Context: an optimization exercise on an open-source flow, tuned for small area and a short achievable clock period. The choices shown serve that exercise and are no tape-out recipe. In this exercise RTL edits were held to simulation tests only and were not proved equivalent to the original. Power is estimated from default activity; no workload was simulated.

==> flow/design.v <==
module RS_ArithmeticLogical #(
    parameter RS_AL_ENTRY_SIZE = 145
    ) (
    input  wire         clk,
    input  wire         reset,
    input  wire         stall,
    input  wire         flush,
    input  wire         RS_AL_V1,
    input  wire [RS_AL_ENTRY_SIZE-1:0] RS_AL_1,
    input  wire         RS_AL_V2,
    input  wire [RS_AL_ENTRY_SIZE-1:0] RS_AL_2,
    input  wire         ALU1_D_W,
    input  wire [15:0]  ALU1_D,
    input  wire [6:0]   ALU1_D_RR,
    input  wire         ALU2_D_W,
    input  wire [15:0]  ALU2_D,
    input  wire [6:0]   ALU2_D_RR,
    input  wire         LS_D_W,
    input  wire [15:0]  LS_D,
    input  wire [6:0]   LS_D_RR,
    output reg          rs_stall,
    output reg          ALU1_V,
    output reg  [3:0]   ALU1_opcode,
    output reg  [15:0]  ALU1_opr1,
    output reg  [15:0]  ALU1_opr2,
    output reg  [15:0]  ALU1_imm,
    output reg          ALU1_carry,
    output reg          ALU1_zero,
    output reg          ALU1_neg_opr2,
    output reg  [1:0]   ALU1_CZ_cond,
    output reg  [6:0]   ALU1_dest,
    output reg  [2:0]   ALU1_arch_dest,
    output reg  [15:0]  ALU1_prev_dest,
    output reg  [15:0]  ALU1_PC,
    output reg  [7:0]   ALU1_C_dest,
    output reg  [7:0]   ALU1_Z_dest,
    output reg          ALU1_branch_pred,
    output reg  [6:0]   ALU1_ROB_index,
    output reg          ALU2_V,
    output reg  [3:0]   ALU2_opcode,
    output reg  [15:0]  ALU2_opr1,
    output reg  [15:0]  ALU2_opr2,
    output reg  [15:0]  ALU2_imm,
    output reg          ALU2_carry,
    output reg          ALU2_zero,
    output reg          ALU2_neg_opr2,
    output reg  [1:0]   ALU2_CZ_cond,
    output reg  [6:0]   ALU2_dest,
    output reg  [2:0]   ALU2_arch_dest,
    output reg  [15:0]  ALU2_prev_dest,
    output reg  [15:0]  ALU2_PC,
    output reg  [7:0]   ALU2_C_dest,
    output reg  [7:0]   ALU2_Z_dest,
    output reg          ALU2_branch_pred,
    output reg  [6:0]   ALU2_ROB_index,
    output wire [4:0]   empty_pos1,
    output wire [4:0]   empty_pos2
);
localparam PW = 91;    
function [PW-1:0] payload;
    input [RS_AL_ENTRY_SIZE-1:0] e;
    payload = {e[143:140], e[103:88], e[87], e[86], e[85], e[76], e[67],
               e[66:60], e[59:44], e[42:35], e[34:27], e[26], e[25:10],
               e[9:3], e[2:0]};
endfunction
wire [PW-1:0] pay_a = payload(RS_AL_1);
wire [PW-1:0] pay_b = payload(RS_AL_2);
reg  [15:0]   valid;
reg  [15:0]   ov1, ov2;
reg  [PW-1:0] pay  [0:15];
reg  [15:0]   opr1 [0:15];
reg  [15:0]   opr2 [0:15];
reg  [4:0]    nfree;           
reg  [3:0]    ep1, ep2;
assign empty_pos1 = {1'b0, ep1};
assign empty_pos2 = {1'b0, ep2};
wire [15:0] free  = ~valid;
reg        bw1, bw2, bw3;
reg [15:0] bd1, bd2, bd3;
reg [6:0]  brr1, brr2, brr3;
reg [15:0] fresh;              
always @(posedge clk) begin
    bw1 <= ALU1_D_W; bd1 <= ALU1_D; brr1 <= ALU1_D_RR;
    bw2 <= ALU2_D_W; bd2 <= ALU2_D; brr2 <= ALU2_D_RR;
    bw3 <= LS_D_W;   bd3 <= LS_D;   brr3 <= LS_D_RR;
end
wire [15:0] eov1, eov2;
wire [15:0] ready = valid & eov1 & eov2;
function [31:0] pick2;
    input [15:0] x;
    reg   [15:0] o1, o2, y;
    integer q;
    begin
        for (q = 0; q < 16; q = q + 1)
            o1[q] = x[q] & ~((x << (16 - q)) != 16'd0);
        y = x & ~o1;
        for (q = 0; q < 16; q = q + 1)
            o2[q] = y[q] & ~((y << (16 - q)) != 16'd0);
        pick2 = {o2, o1};
    end
endfunction
wire [15:0] f1oh, f2oh, r1oh, r2oh;
assign {f2oh, f1oh} = pick2(free);
assign {r2oh, r1oh} = pick2(ready);
function [3:0] enc;
    input [15:0] x;
    integer q;
    begin
        enc = 4'd0;
        for (q = 0; q < 16; q = q + 1)
            if (x[q]) enc = enc | q[3:0];
    end
endfunction
wire has_r1 = |ready;
wire has_r2 = |(ready & ~r1oh);
wire iss1 = ~ALU1_V & has_r1;
wire iss2 = ~ALU2_V & has_r2;
wire [15:0] clr = (iss1 ? r1oh : 16'd0) | (iss2 ? r2oh : 16'd0);
wire disp = ~stall & ~rs_stall;
wire a1 = RS_AL_V1 & RS_AL_1[144];
wire a2 = RS_AL_V2 & RS_AL_2[144];
wire [15:0] setv = disp ? ((a1 ? f1oh : 16'd0) | (a2 ? f2oh : 16'd0)) : 16'd0;
wire [4:0] nfi = nfree + {4'd0, iss1} + {4'd0, iss2};
wire [1:0] nd  = disp ? {1'b0, a1} + {1'b0, a2} : 2'd0;
wire [4:0] nfree_n = nfi - {3'd0, nd};
wire stall_n = (nd == 2'd0) ? (nfi < 5'd2) :
               (nd == 2'd1) ? (nfi < 5'd3) : (nfi < 5'd4);
always @(posedge clk or posedge reset) begin
    if (reset) begin
        valid    <= 16'd0;
        fresh    <= 16'd0;
        nfree    <= 5'd16;
        ALU1_V   <= 1'b0;
        ALU2_V   <= 1'b0;
        rs_stall <= 1'b0;
    end else begin
        valid    <= (valid & ~clr) | setv;
        fresh    <= setv;
        nfree    <= nfree_n;
        ALU1_V   <= iss1;
        ALU2_V   <= iss2;
        rs_stall <= stall_n;
    end
end
always @(posedge clk) begin
    if (disp) begin
        ep1 <= enc(f1oh);
        ep2 <= enc(f2oh);
    end
end
wire [15:0] o1n [0:15];
wire [15:0] o2n [0:15];
genvar g;
generate for (g = 0; g < 16; g = g + 1) begin : ent
    wire first = (g == 0) ? 1'b1 : &valid[(g == 0 ? 0 : g - 1):0];
    wire sa = ~valid[g] & first;
    wire sb = ~valid[g] & ~first;
    wire m11 = bw1 & (brr1 == opr1[g][6:0]);
    wire m12 = bw2 & (brr2 == opr1[g][6:0]);
    wire m13 = bw3 & (brr3 == opr1[g][6:0]);
    wire m21 = bw1 & (brr1 == opr2[g][6:0]);
    wire m22 = bw2 & (brr2 == opr2[g][6:0]);
    wire m23 = bw3 & (brr3 == opr2[g][6:0]);
    wire w1  = ~ov1[g] & ~fresh[g];
    wire w2  = ~ov2[g] & ~fresh[g];
    assign eov1[g] = ov1[g] | (w1 & (m11 | m12 | m13));
    assign eov2[g] = ov2[g] | (w2 & (m21 | m22 | m23));
    wire s11 = w1 & m11;
    wire s12 = w1 & ~m11 & m12;
    wire s13 = w1 & ~m11 & ~m12 & m13;
    wire h1  = ~(s11 | s12 | s13);
    wire s21 = w2 & m21;
    wire s22 = w2 & ~m21 & m22;
    wire s23 = w2 & ~m21 & ~m22 & m23;
    wire h2  = ~(s21 | s22 | s23);
    assign o1n[g] = ({16{h1}} & opr1[g]) | ({16{s11}} & bd1) |
                    ({16{s12}} & bd2) | ({16{s13}} & bd3);
    assign o2n[g] = ({16{h2}} & opr2[g]) | ({16{s21}} & bd1) |
                    ({16{s22}} & bd2) | ({16{s23}} & bd3);
    always @(posedge clk) begin
        pay[g]  <= ({PW{valid[g]}} & pay[g]) | ({PW{sa}} & pay_a) | ({PW{sb}} & pay_b);
        opr1[g] <= ({16{valid[g]}} & o1n[g]) | ({16{sa}} & RS_AL_1[137:122]) |
                   ({16{sb}} & RS_AL_2[137:122]);
        ov1[g]  <= (valid[g] & eov1[g]) | (sa & RS_AL_1[121]) | (sb & RS_AL_2[121]);
        opr2[g] <= ({16{valid[g]}} & o2n[g]) | ({16{sa}} & RS_AL_1[120:105]) |
                   ({16{sb}} & RS_AL_2[120:105]);
        ov2[g]  <= (valid[g] & eov2[g]) | (sa & RS_AL_1[104]) | (sb & RS_AL_2[104]);
    end
end endgenerate
reg [PW-1:0] rp1, rp2;
reg [15:0]   ro11, ro12, ro21, ro22;
integer m;
always @(*) begin
    rp1 = {PW{1'b0}}; rp2 = {PW{1'b0}};
    ro11 = 16'd0; ro12 = 16'd0; ro21 = 16'd0; ro22 = 16'd0;
    for (m = 0; m < 16; m = m + 1) begin
        rp1  = rp1  | ({PW{r1oh[m]}} & pay[m]);
        ro11 = ro11 | ({16{r1oh[m]}} & o1n[m]);
        ro12 = ro12 | ({16{r1oh[m]}} & o2n[m]);
        rp2  = rp2  | ({PW{r2oh[m]}} & pay[m]);
        ro21 = ro21 | ({16{r2oh[m]}} & o1n[m]);
        ro22 = ro22 | ({16{r2oh[m]}} & o2n[m]);
    end
end
always @(posedge clk) begin
    {ALU1_opcode, ALU1_imm, ALU1_neg_opr2, ALU1_CZ_cond, ALU1_carry, ALU1_zero,
     ALU1_dest, ALU1_prev_dest, ALU1_C_dest, ALU1_Z_dest, ALU1_branch_pred,
     ALU1_PC, ALU1_ROB_index, ALU1_arch_dest} <= rp1;
    ALU1_opr1 <= ro11;
    ALU1_opr2 <= ro12;
    {ALU2_opcode, ALU2_imm, ALU2_neg_opr2, ALU2_CZ_cond, ALU2_carry, ALU2_zero,
     ALU2_dest, ALU2_prev_dest, ALU2_C_dest, ALU2_Z_dest, ALU2_branch_pred,
     ALU2_PC, ALU2_ROB_index, ALU2_arch_dest} <= rp2;
    ALU2_opr1 <= ro21;
    ALU2_opr2 <= ro22;
end
endmodule
clock: 28.0 ns
lec_check: 0
cap_margin: 10
core_margin: 2
core_utilization: 40
place_density: 0.5
setup_slack_margin: 0.5
slew_margin: 10
standard.sh (not shown) runs the stock make flow with config.mk's settings and CLKGATE_MAP_FILE= SYNTH_SCRIPT=/design/flow/synth_recipe.tcl, a recipe that flattens the netlist after the stock synthesis.
==> flow/flow/run.sh <==
#!/bin/bash
# The standard layout (standard.sh), with three changes to how it is made:
#  - ports are buffered with sky130_fd_sc_hd__buf_2 instead of the default cell;
#  - timing repair aims for a setup slack of 21 ns (a 7 ns period) instead of
#    0.5 ns, so that the resizer also shortens paths that already meet 28 ns;
#  - clock tree synthesis clusters up to 20 flip-flops within 80 um per leaf
#    buffer and inserts no dummy loads (fewer clock buffers).
# The constraints (constraint.sdc) are unchanged. Each tool's log is in
# orfs/logs/; make's own output is in standard.log.
set -euo pipefail
export BUFFER_PORTS_ARGS="-buffer_cell sky130_fd_sc_hd__buf_2"
export CTS_ARGS="-sink_clustering_enable -repair_clock_nets -sink_clustering_size 20 -sink_clustering_max_diameter 80 -dont_use_dummy_load"
bash standard.sh SETUP_SLACK_MARGIN=21 finish > standard.log 2>&1
Change:
Settings changed: CAP_MARGIN 10 to 20, SLEW_MARGIN 10 to 20.
The new run produced a clean layout.
Wire length stays flat.
Design area hardly moves.
Global-route usage does not change.
Maximum frequency barely changes.
Sequential share of layout area is about the same.
Clock skew barely changes.
Flip-flop and latch count stays the same.
Worst setup slack is better by 4.0 ps.
Power barely changes.
Utilization hardly moves.
Non-clock buffer count does not change.
Change:
--- a/flow/flow/run.sh
+++ b/flow/flow/run.sh
@@ -6 +6 @@
-#  - clock tree synthesis clusters up to 20 flip-flops within 80 um per leaf
+#  - clock tree synthesis clusters up to 22 flip-flops within 80 um per leaf
@@ -12 +12 @@
-export CTS_ARGS="-sink_clustering_enable -repair_clock_nets -sink_clustering_size 20 -sink_clustering_max_diameter 80 -dont_use_dummy_load"
+export CTS_ARGS="-sink_clustering_enable -repair_clock_nets -sink_clustering_size 22 -sink_clustering_max_diameter 80 -dont_use_dummy_load"
Settings changed: CORE_UTILIZATION 40 to 45, PLACE_DENSITY 0.5 to 0.55.
Outcome: Fmax decreases by 0.75%. Worst setup slack got worse by 54 ps. Wire length is lower by 3.3%. Utilization goes up by 5.0 points. Cell area fell by 0.82%. Combinational power shrinks by about 0.8%. Total power came out lower by 0.81%. Non-clock buffer count is lower by 19.
Change:
==> flow/flow/run.sh (replaced) <==
#!/bin/bash
# The standard layout (standard.sh), with two changes to how it is made:
#  - ports are buffered with sky130_fd_sc_hd__buf_2 instead of the default cell;
#  - timing repair aims for a setup slack of 21 ns (a 7 ns period) instead of
#    0.5 ns, so that the resizer also shortens paths that already meet 28 ns.
# The constraints (constraint.sdc) are unchanged. Each tool's log is in
# orfs/logs/; make's own output is in standard.log.
set -euo pipefail
export BUFFER_PORTS_ARGS="-buffer_cell sky130_fd_sc_hd__buf_2"
bash standard.sh SETUP_SLACK_MARGIN=21 finish > standard.log 2>&1
Settings changed: CORE_UTILIZATION 45 to 40, PLACE_DENSITY 0.55 to 0.5.
What happened: The changed run produced a clean layout. Final area rises by 4.5%. Worst hold slack gets worse by 5.6 ps. Worst setup slack gets better by 26 ps. Utilization falls by 3.4 points. Register-to-register slack gets better by 20 ps. Non-clock buffer count rises by 19. Maximum frequency rises by 0.36%. First-iteration DRC count falls by 8.7%. Clock skew falls by 28 ps.

[separate check: timing with driven ports]
The flow's constraints put no driver on any port. The routed layouts listed below were extracted and timed again, unchanged, in two steps. Step 1 assumes that a clkbuf_16 drives the clock port and a buf_2 every other input. Step 2 times the ports against the registers' clock, not the clock port: input delays grow and output delays shrink by t, the midpoint of the rising clock arrivals with the driver on. a / b / c = ideal / step 1 / step 2; a / b = the first two.
run | t, ns | slack for setup (ns) | worst register clock-pin slew, ns
the first run | 1.040 | 20.846 / 20.753 / 20.045 | 0.09 / 0.09
the second run | 1.037 | 20.850 / 20.757 / 19.988 | 0.10 / 0.10
the third run | 1.014 | 20.796 / 20.686 / 20.120 | 0.10 / 0.10
the fourth run | 1.065 | 20.822 / 20.728 / 19.970 | 0.07 / 0.07
After both steps every run listed still meets setup and hold. The setup slack of the second run, which loses most, moves by -0.093 ns with the drivers and by -0.862 ns with both steps.
